Background: an optimization exercise with open tools, aiming at small area and a short achievable clock period. Do not read the settings as production practice. Where RTL was checked, it was by simulation tests only, not by an equivalence proof against the original. Power and IR drop assume default switching activity.

== run 1 ==
// float_addsub
module float_addsub(
	input wire clk,
	input wire [31:0] v1,
	input wire [31:0] v2,
	input wire op,
	output wire [31:0] vres
);
Size: roughly 1200 cells after synthesis, about 330 flip-flops, about 98 I/O pins, ~13000 um^2 of cells after synthesis.
export LEC_CHECK = 0
export CAP_MARGIN = 20
export CORE_MARGIN = 2
export CORE_UTILIZATION = 60
export CTS_BUF_LIST = sky130_fd_sc_hd__clkbuf_16
export CTS_CLUSTER_DIAMETER = 100
export CTS_CLUSTER_SIZE = 30
export SETUP_SLACK_MARGIN = 2.0
export SLEW_MARGIN = 20
create_clock -name core_clock -period 4.0 [get_ports {clk}]
standard.sh (not shown) runs the stock make flow with config.mk's settings and CLKGATE_MAP_FILE= SYNTH_SCRIPT=/design/flow/synth_recipe.tcl, a recipe that flattens the netlist after the stock synthesis.
==> flow/flow/run.sh <==
#!/bin/bash
set -euo pipefail
export BUFFER_PORTS_ARGS="-buffer_cell sky130_fd_sc_hd__buf_1"
bash standard.sh > standard_flow.log 2>&1
### run 1 -> run 2
- SETUP_SLACK_MARGIN: 2.0 -> 2.05
## What came out
Per the comparison of run 2 with run 1, count of non-filler cells in the finished layout went up by 0.37%, power per standard cell area barely changed, maximum achievable frequency rose about 2.1%, final critical-path required period decreased by 0.041 ns relative to the old numbers. Placement-stage worst setup slack: run 2 > run 1. In the metrics for run 2 and run 1, the one carrying the higher multi-input gate area in the final layout is run 2. Looking at critical path depth, run 2 sits 2 lower than run 1 does.
--- input diff run 2..run 3 ---
- SETUP_SLACK_MARGIN: 2.05 -> 1.95
Findings:
No run among run 3 and run 2 stopped early or left any final violation; all are clean. Leakage dissipation, run 3 and run 2: higher on run 2. Endpoint required time on the critical path, run 3 and run 2: higher on run 2. Run 3 -> run 2: full die area delta 0, exact match. Utilization run 2 -> run 3: down. Proportion of final cell area spent on non-clock buffers is higher on run 2. When the final numbers for run 3 and run 2 were put side by side, the worst setup slack turned out to be greater in run 2. Changes observed in run 3 relative to run 2: cell area has decreased, power has decreased, global-route usage has decreased. Comparing run 3 and run 2, the lower highest attainable clock frequency is on run 3.
> inputs changed (run 3 -> run 4)
- SETUP_SLACK_MARGIN: 1.95 -> 2.1
Findings:
Density: run 4 denser than run 3
Run 4: full flow OK, the timing, design-rule and antenna checks passed
Setup slack of the critical path after layout (higher): run 4
From run 4 to run 3, floorplan row count did not move at all.
| clock buffer and inverter area fraction after layout | run 3 vs run 4 | ≈ equal |
The register-to-register slack number comes out higher for run 4 vs run 3.


job 4354:
Another version of the RTL of float_addsub (not shown whole).
Size: about 340 flip-flops, about 13000 sq um of cells after synthesis.
==> flow/design.v (excerpt) <==
module float_addsub(
	input wire clk,
	input wire [31:0] v1,
	input wire [31:0] v2,
	input wire op,
	output wire [31:0] vres
);
	wire        s1 = v1[31];
	wire        s2 = v2[31] ^ op;
	wire [7:0]  e1 = v1[30:23];
	wire [7:0]  e2 = v2[30:23];
	wire        sub = s1 ^ s2;
	wire [30:0] bg = v1[30:0] & ~v2[30:0];
	wire [30:0] be = ~(v1[30:0] ^ v2[30:0]);
	function automatic [1:0] cmpc(input [1:0] hi, input [1:0] lo);  
		cmpc = {hi[1] | (hi[0] & lo[1]), hi[0] & lo[0]};
	endfunction
	function automatic [1:0] cmp8(input [7:0] g, input [7:0] e);
		reg [1:0] a0, a1, a2, a3, b0, b1;
		begin
			a0 = cmpc({g[1], e[1]}, {g[0], e[0]});
			a1 = cmpc({g[3], e[3]}, {g[2], e[2]});
			a2 = cmpc({g[5], e[5]}, {g[4], e[4]});
			a3 = cmpc({g[7], e[7]}, {g[6], e[6]});
			b0 = cmpc(a1, a0);
			b1 = cmpc(a3, a2);
			cmp8 = cmpc(b1, b0);
		end
	endfunction
	wire [1:0] ce  = cmp8(bg[30:23], be[30:23]);
	wire [1:0] cf2 = cmp8(bg[22:15], be[22:15]);
	wire [1:0] cf1 = cmp8(bg[14:7], be[14:7]);
	wire [1:0] cf0 = cmp8({bg[6:0], 1'b0}, {be[6:0], 1'b1});
	wire [1:0] cf  = cmpc(cf2, cmpc(cf1, cf0));
	wire        gt = ce[1] | (ce[0] & cf[1]);    
  ...
clock: 4.0 ns
lec_check: 0
abc_clock_period_in_ps: 1800
cap_margin: 20
core_margin: 2
core_utilization: 60
cts_buf_list: sky130_fd_sc_hd__clkbuf_16
cts_cluster_diameter: 100
cts_cluster_size: 30
setup_slack_margin: 1.9
slew_margin: 20
Scripts as last shown in full above: flow/flow/run.sh
Job 4354 was carried through to the last stage, and its layout satisfied the timing, design-rule and antenna checks.
Edits applied to the flow inputs when going from job 4354 to job 9701:
Settings: ABC_CLOCK_PERIOD_IN_PS: 1800 -> unset; ABC_AREA: unset -> 1.
==> comparison <==
Setup WNS job 4354 -> job 9701: better. Taking job 4354 as the reference, in job 9701 die outline area higher; utilization after layout shows a reduction of 1.8 points; cell count +543.
#### Input delta (job 5940 over job 9701)
Settings: CTS_CLUSTER_SIZE: 30 -> 22; CTS_BUF_LIST: sky130_fd_sc_hd__clkbuf_16 -> sky130_fd_sc_hd__clkbuf_8; ABC_AREA: 1 -> unset; CTS_CLUSTER_DIAMETER: 100 -> 60.
Notes after the runs:
For job 5940 and job 9701, there was not a single run that failed to finish clean.
Shortest period the worst path allows (job 5940 over job 9701): increase, 0.075 ns
Job 5940 reports its main combinational cell family by area after synthesis as multiplexers while job 9701 reports simple AND/OR/NAND/NOR gates.
Cmp job 5940 vs job 9701: fill cell total of the finished layout lower in job 5940
Post-CTS setup buffer count came out higher on job 5940 than on job 9701.
As of job 5940, count of placed standard cells in the final layout, fillers left out had fallen by more than 10% compared to job 9701.
Taking job 9701 as the reference point, the synthesized area per cell of job 5940 rises by 36%.
Proportion of power drawn by flip-flops and latches (job 5940 over job 9701): increase, 3.2 points
On job 5940: combinational fraction of design power is 5.7 points lower than what job 9701 gave.
Going from job 9701 to job 5940, internal power shrinks by 1.1%.
Function was not checked in any run of this note: the RTL went through the layout flow alone.

-- what the ideal ports hide --
The results above use ideal ports. As a check the final layouts listed here were re-extracted and re-timed, cells and wires unchanged.
Step 1, drivers: a clkbuf_16 drives clk and a buf_2 each remaining input, both assumed.
Step 2 moves the port delays by t, midway between the first and last clock arrival at a register: inputs arrive t later, outputs are due t later. That takes back most of the time a late clock gives input paths.
a / b / c = no drivers / after step 1 / after step 2; a / b = the first two.
| run | t (ns) | setup WS [ns] | worst setup path after step 2 | worst register clock-pin slew, ns | pins driven straight from the clock port |
|---|---|---|---|---|---|
| run 1 | 0.534 | 2.026 / 2.026 / 1.519 | input to register | 0.11 / 0.11 | 1 |
| run 2 | 0.526 | 2.067 / 2.067 / 1.569 | input to register | 0.11 / 0.11 | 1 |
| run 3 | 0.532 | 2.032 / 2.032 / 1.530 | input to register | 0.11 / 0.11 | 1 |
| run 4 | 0.530 | 2.097 / 2.111 / 1.587 | input to register | 0.11 / 0.11 | 1 |
| job 4354 | 0.536 | 1.931 / 1.915 / 1.379 | input to register | 0.11 / 0.11 | 1 |
| job 9701 | 0.541 | 2.057 / 2.057 / 1.565 | input to register | 0.11 / 0.11 | 1 |
| job 5940 | 0.601 | 1.982 / 1.973 / 1.372 | input to register | 0.12 / 0.12 | 1 |
After both steps setup and hold are still met in every run listed. For job 5940, which loses most, drivers alone change the setup slack by -0.009 ns; drivers and shift together by -0.610 ns.
